Background: an optimization exercise with open tools, aiming at small area and a short achievable clock period. Do not read the settings as production practice.
RTL that was checked went through simulation tests only; none was proved equivalent to the original.

== job 8732 ==
==> flow/design.v (excerpt) <==
module GCC(READY_, Xc, Yc, Xi, Yi, Wi, RESET_, CLK);
input CLK, RESET_;
input [7:0] Xi, Yi;
input [3:0] Wi;
output READY_;
output [7:0] Xc, Yc;
reg READY_, delay;
reg [7:0] Xc, Yc;
reg [7:0] x0, x1, x2, x3, x4, x5;
reg [7:0] y0, y1, y2, y3, y4, y5;
reg [3:0] w0, w1, w2, w3, w4, w5;
reg [2:0] num;
reg full;
reg [6:0] S;
reg [14:0] NX, NY;
reg [8:0] S3;        
wire [8:0] S3n;
wire [7:0] cx, cy;       
wire [5:0] e;            
wire [6:0] Sn;           
wire [14:0] NXn, NYn;    
wire [5:0] fe;
assign fe[0] = num == 3'd0;
assign fe[1] = num == 3'd1;
assign fe[2] = num == 3'd2;
assign fe[3] = num == 3'd3;
assign fe[4] = num == 3'd4;
assign fe[5] = num == 3'd5;
wire n0 = S[0] | S[1];
wire n1 = n0 | S[2];
wire n2 = n1 | S[3];
wire n3 = n2 | S[4];
wire n4 = n3 | S[5];
wire n5 = n4 | S[6];
wire n6 = NX[6] & ~S[0];
wire n7 = NX[7] & ~S[1];
wire n8 = NX[8] & ~S[2];
wire n9 = NX[9] & ~S[3];
wire n10 = NX[10] & ~S[4];
wire n11 = NX[11] & ~S[5];
wire n12 = NX[12] & ~S[6];
wire n13 = NX[6] ^ ~S[0];
wire n14 = NX[7] ^ ~S[1];
wire n15 = NX[8] ^ ~S[2];
wire n16 = NX[9] ^ ~S[3];
wire n17 = NX[10] ^ ~S[4];
wire n18 = NX[11] ^ ~S[5];
wire n19 = NX[12] ^ ~S[6];
wire n20 = n6 | n13;
wire n21 = n14 & n20;
wire n22 = n7 | n21;
wire n23 = n14 & n13;
wire n24 = n16 & n8;
wire n25 = n9 | n24;
wire n26 = n16 & n15;
wire n27 = n18 & n10;
wire n28 = n11 | n27;
wire n29 = n18 & n17;
wire n30 = ~NX[13] & n12;
wire n31 = NX[13] | n30;
wire n32 = ~NX[13] & n19;
  ...
Settings: LEC_CHECK=0, ABC_AREA=1, CAP_MARGIN=20, CORE_MARGIN=2, CORE_UTILIZATION=40, PLACE_DENSITY=0.6, SLEW_MARGIN=20, SYNTH_HIERARCHICAL=1; clock period 52.0 ns.
standard.sh (not shown) runs the stock make flow with config.mk's settings and CLKGATE_MAP_FILE= SYNTH_SCRIPT=/design/flow/synth_recipe.tcl, a recipe that flattens the netlist after the stock synthesis.
==> flow/flow/run.sh <==
#!/bin/bash
cd "$(dirname "$0")/.."
cp standard.sh standard_sh.copy.log
cp config.mk config_mk.copy.log
export SETUP_SLACK_MARGIN=33
bash standard.sh > standard.log 2>&1
rc=$?
exit $rc
Here is what was changed in the inputs of job 7006 compared with job 8732.
Settings: a change of CAP_MARGIN from 20 to 60; an added TNS_END_PERCENT of 20; a change of SLEW_MARGIN from 20 to 50.
Findings:
On met3 demand-to-capacity share in global routing: between job 8732 and job 7006, it ends up lower for job 7006.
In job 7006 the shortest clock period the worst path allows after layout turned out 0.019 ns lower than in job 8732.
~same ratio of cells with drive above 1 in the final layout in job 8732 and job 7006
Inputs modified between job 7006 and job 5103:
Settings: CORE_UTILIZATION: 40 -> 55; TNS_END_PERCENT: 20 -> unset; PLACE_DENSITY: 0.6 -> 0.7.
## What came out
- Job 5103 finished all stages; the layout is clean.
- When job 5103 is measured against job 7006, its final period utilization turns out 0.17 points higher.
- Job 7006 has a higher routed wire length than job 5103.
- Job 5103 against job 7006: setup slack saw a decrease, clock edge transition at the registers on the reported setup and hold paths closely matched the old numbers.
Here is what was changed in the inputs of job 2632 compared with job 5103.
Settings: changing CORE_UTILIZATION from 55 to 40; changing PLACE_DENSITY from 0.7 to 0.6.
==> flow/flow/run.sh <==
#!/bin/bash
cd "$(dirname "$0")/.."
cp standard.sh standard_sh.copy.log
cp config.mk config_mk.copy.log
export SETUP_SLACK_MARGIN=34
bash standard.sh > standard.log 2>&1
rc=$?
exit $rc
[summary]
- Delta (job 2632 minus job 5103): total half-perimeter wirelength after legalization and detailed placement rose by about 3.4%.
- A launch point of the critical path of S[2] is what job 2632 shows, while S3[0] belongs to job 5103.
- Against job 5103, number of placed instances with taps included in job 2632 rose by a few percent.
Input changes introduced in job 8047 (baseline for comparison: job 2632):
==> flow/flow/run.sh <==
#!/bin/bash
cd "$(dirname "$0")/.."
rm -rf scripts_alt
cp -r "$FLOW_HOME/scripts" scripts_alt
printf 'strash\ndch\nmap -a -B 0.9\ntopo\nstime -c\nbuffer -c\nupsize -c\ndnsize -c\n' > scripts_alt/abc_area.script
export SCRIPTS_DIR="$PWD/scripts_alt"
export SETUP_SLACK_MARGIN=32
bash standard.sh > standard.log 2>&1
exit $?
[summary]
Compared with job 2632, job 8047 shows relative area change from synthesis to final layout higher by 0.65 points. Job 8047 vs job 2632, top routing layer in use: met4 vs met5. [job 8047] initial antenna violation count fell 3 relative to job 2632. On final worst hold slack, job 2632 loses to job 8047. Across both runs, post-route minimum period was higher for job 8047 than for job 2632.
> inputs changed (job 8047 -> job 9786)
==> flow/flow/run.sh <==
#!/bin/bash
cd "$(dirname "$0")/.."
cp standard.sh standard_sh.copy.log
cp config.mk config_mk.copy.log
export SETUP_SLACK_MARGIN=33
bash standard.sh > standard.log 2>&1
rc=$?
exit $rc
### Flow results
- Job 9786 finished every step from synthesis to the final layout, and the layout passed the timing, DRC and antenna checks.
- The higher number of antenna violations at the first check in global routing of job 9786 and job 8047 is in job 9786.
- Job 9786: final non-filler cell area lower than job 8047
- Worst-path maximum fanout (job 9786 over job 8047): increase, 22
- Summary — total placed instance area, job 9786 relative to job 8047: higher, by 5.4%.
- Register-to-register setup slack sits higher in job 9786 than in job 8047.


Setup of v33:
GCC, a different RTL version from the one above (not shown whole).
Size in the first run: ~4600 cells after synthesis, roughly 190 flip-flops, about 39 I/O pins.
## GCC
module GCC(READY_, Xc, Yc, Xi, Yi, Wi, RESET_, CLK);
input CLK, RESET_;
input [7:0] Xi, Yi;
input [3:0] Wi;
output READY_;
output [7:0] Xc, Yc;
reg READY_, delay;
reg [7:0] Xc, Yc;
reg [7:0] x0, x1, x2, x3, x4, x5;
reg [7:0] y0, y1, y2, y3, y4, y5;
reg [3:0] w0, w1, w2, w3, w4, w5;
reg [2:0] num;
reg full;
reg [6:0] S;
reg [14:0] NX, NY;
reg [8:0] S3;        
wire [8:0] S3n;
wire [7:0] cx, cy;       
wire [5:0] e;            
wire [6:0] Sn;           
wire [14:0] NXn, NYn;    
wire [5:0] fe;
assign fe[0] = num == 3'd0;
assign fe[1] = num == 3'd1;
assign fe[2] = num == 3'd2;
assign fe[3] = num == 3'd3;
assign fe[4] = num == 3'd4;
assign fe[5] = num == 3'd5;
wire n0 = S[0] | S[1];
wire n1 = n0 | S[2];
wire n2 = n1 | S[3];
wire n3 = n2 | S[4];
wire n4 = n3 | S[5];
wire n5 = n4 | S[6];
wire n6 = NX[6] & ~S[0];
wire n7 = NX[7] & ~S[1];
wire n8 = NX[8] & ~S[2];
wire n9 = NX[9] & ~S[3];
wire n10 = NX[10] & ~S[4];
wire n11 = NX[11] & ~S[5];
wire n12 = NX[12] & ~S[6];
wire n13 = NX[6] ^ ~S[0];
wire n14 = NX[7] ^ ~S[1];
wire n15 = NX[8] ^ ~S[2];
wire n16 = NX[9] ^ ~S[3];
wire n17 = NX[10] ^ ~S[4];
wire n18 = NX[11] ^ ~S[5];
wire n19 = NX[12] ^ ~S[6];
wire n20 = n6 | n13;
wire n21 = n14 & n20;
wire n22 = n7 | n21;
wire n23 = n14 & n13;
wire n24 = n16 & n8;
wire n25 = n9 | n24;
wire n26 = n16 & n15;
wire n27 = n18 & n10;
wire n28 = n11 | n27;
wire n29 = n18 & n17;
wire n30 = ~NX[13] & n12;
wire n31 = NX[13] | n30;
wire n32 = ~NX[13] & n19;
wire n33 = n15 & n22;
wire n34 = n8 | n33;
wire n35 = n15 & n23;
wire n36 = n26 & n22;
wire n37 = n25 | n36;
wire n38 = n26 & n23;
wire n39 = n19 & n28;
wire n40 = n12 | n39;
wire n41 = n19 & n29;
wire n42 = n32 & n28;
wire n43 = n31 | n42;
wire n44 = n32 & n29;
wire n45 = n17 & n37;
wire n46 = n10 | n45;
wire n47 = n17 & n38;
wire n48 = n29 & n37;
wire n49 = n28 | n48;
wire n50 = n29 & n38;
wire n51 = n41 & n37;
wire n52 = n40 | n51;
wire n53 = n41 & n38;
wire n54 = n44 & n37;
wire n55 = n43 | n54;
wire n56 = n44 & n38;
wire n57 = ~NX[14] & n55;
wire n58 = NX[14] | n57;
wire n59 = ~NX[14] & n56;
wire n60 = n14 ^ n20;
wire n61 = n15 ^ n22;
wire n62 = n16 ^ n34;
wire n63 = n17 ^ n37;
wire n64 = n18 ^ n46;
wire n65 = n19 ^ n49;
wire n66 = NX[7] & ~S[0];
wire n67 = NX[8] & ~S[1];
wire n68 = NX[9] & ~S[2];
wire n69 = NX[10] & ~S[3];
wire n70 = NX[11] & ~S[4];
  ...
make LEC_CHECK=0 ABC_AREA=1 CAP_MARGIN=60 CORE_MARGIN=2 CORE_UTILIZATION=40 PLACE_DENSITY=0.6 SLEW_MARGIN=50 SYNTH_HIERARCHICAL=1 finish   # period 52.0 ns
run.sh (not shown) runs the stock make flow with config.mk's settings and CLKGATE_MAP_FILE= SYNTH_SCRIPT=/design/flow/synth_recipe.tcl, a recipe that flattens the netlist after the stock synthesis.
Stock flow here: none of the scripts above is used.
Every stage of the flow completed for v33, and the final layout passed the timing, DRC and antenna checks.
--- input diff v33..v30 ---
# v33
export LEC_CHECK = 0
export ABC_AREA = 1
export CAP_MARGIN = 60
export CORE_MARGIN = 2
export CORE_UTILIZATION = 40
export PLACE_DENSITY = 0.6
export SLEW_MARGIN = 50
export SYNTH_HIERARCHICAL = 1
create_clock -name core_clock -period 52.0 [get_ports {CLK}]
# v30
export LEC_CHECK = 0
export ABC_AREA = 1
export CAP_MARGIN = 20
export CORE_MARGIN = 2
export CORE_UTILIZATION = 40
export PLACE_DENSITY = 0.6
export SLEW_MARGIN = 20
export SYNTH_HIERARCHICAL = 1
create_clock -name core_clock -period 52.0 [get_ports {CLK}]
==> notes.md <==
- v30 vs v33: post-route cell area down slightly
- Re count of routing violations after the opening detailed-route iteration: v30 is 32 up on v33.
- In the metrics for v33 and v30, the one carrying the higher slew at the pin closest to its max-slew limit is v30.
- v30 gives less number of logic stages on the critical path including buffering than v33 did.
- Looking at non-clock buffer count, v30 sits 49 below v33.
- NOTE: core utilization in v30 falls short of that of v33
Setup changes, v30 to v2
# v30
export LEC_CHECK = 0
export ABC_AREA = 1
export CAP_MARGIN = 20
export CORE_MARGIN = 2
export CORE_UTILIZATION = 40
export PLACE_DENSITY = 0.6
export SLEW_MARGIN = 20
export SYNTH_HIERARCHICAL = 1
create_clock -name core_clock -period 52.0 [get_ports {CLK}]
# v2
export LEC_CHECK = 0
export ABC_AREA = 1
export CAP_MARGIN = 60
export CORE_MARGIN = 2
export CORE_UTILIZATION = 40
export PLACE_DENSITY = 0.6
export SLEW_MARGIN = 50
export SYNTH_HIERARCHICAL = 1
create_clock -name core_clock -period 52.0 [get_ports {CLK}]
==> flow/flow/run.sh (new file) <==
#!/bin/bash
cd "$(dirname "$0")/.."
cp standard.sh standard_sh.copy.log
cp config.mk config_mk.copy.log
export SETUP_SLACK_MARGIN=35
bash standard.sh > standard.log 2>&1
rc=$?
exit $rc
==> flow/standard.sh (new file) <==
#!/bin/bash
# synth_recipe.tcl (not shown) runs the flow's synth.tcl, then flattens the netlist and writes it again
# the make line also repeats each setting of config.mk as NAME=value (left out here)
make -C /OpenROAD-flow-scripts/flow DESIGN_CONFIG=/design/flow/config.mk WORK_HOME=/design/flow/orfs CLKGATE_MAP_FILE= SYNTH_SCRIPT=/design/flow/synth_recipe.tcl "${@:-finish}"
removed: flow/run.sh
Notes after the runs:
- The faster design of the two is v2; v30 tops out lower.
- Comparing v30 and v2, worst hold slack is lower on v2.
- Compared with v30, v2 shows non-clock buffer count that has gone up by more than 100%.
- Against v30, v2 comes in about 3.4% lower on routability congestion estimate from global placement.
- Taking v30 as the reference, in v2 total via count after detailed routing climbed 3211; final area climbed 20%.
Function was not checked in any run of this note: the RTL went through the layout flow alone.

static timing again, ports no longer ideal:
No port has a modelled driver above. Below, the same layouts with a new extraction and two added sets of constraints. Step 1 assumes that a clkbuf_16 drives the clock port and a buf_2 every other input. Step 2 times the ports against the registers' clock, not the clock port: input delays grow and output delays shrink by t, the midpoint of the rising clock arrivals with the driver on. a / b / c = ideal ports / drivers / drivers and shift; a / b = the first two.
run	t (ns)	slack for setup (ns)	latest minus earliest clock arrival (ns)	worst slew at a driven data input, ns
job 8732	0.520	33.919 / 33.919 / 33.499	0.013 / 0.012	0.11
job 7006	0.516	33.938 / 33.938 / 33.765	0.015 / 0.015	0.12
job 5103	0.506	33.850 / 33.850 / 33.692	0.017 / 0.017	0.05
job 2632	0.512	34.276 / 34.262 / 33.750	0.016 / 0.015	0.12
job 8047	0.528	32.437 / 32.437 / 32.437	0.013 / 0.013	0.08
job 9786	0.516	33.938 / 33.938 / 33.765	0.015 / 0.015	0.12
v33	0.510	30.957 / 30.957 / 30.957	0.020 / 0.019	0.05
v30	0.504	29.756 / 29.756 / 29.756	0.023 / 0.023	0.04
v2	0.512	34.099 / 34.099 / 34.078	0.019 / 0.019	0.07
After both steps setup and hold are still met in every run listed. The setup slack of job 2632, which loses most, moves by -0.014 ns with the drivers and by -0.526 ns with both steps.
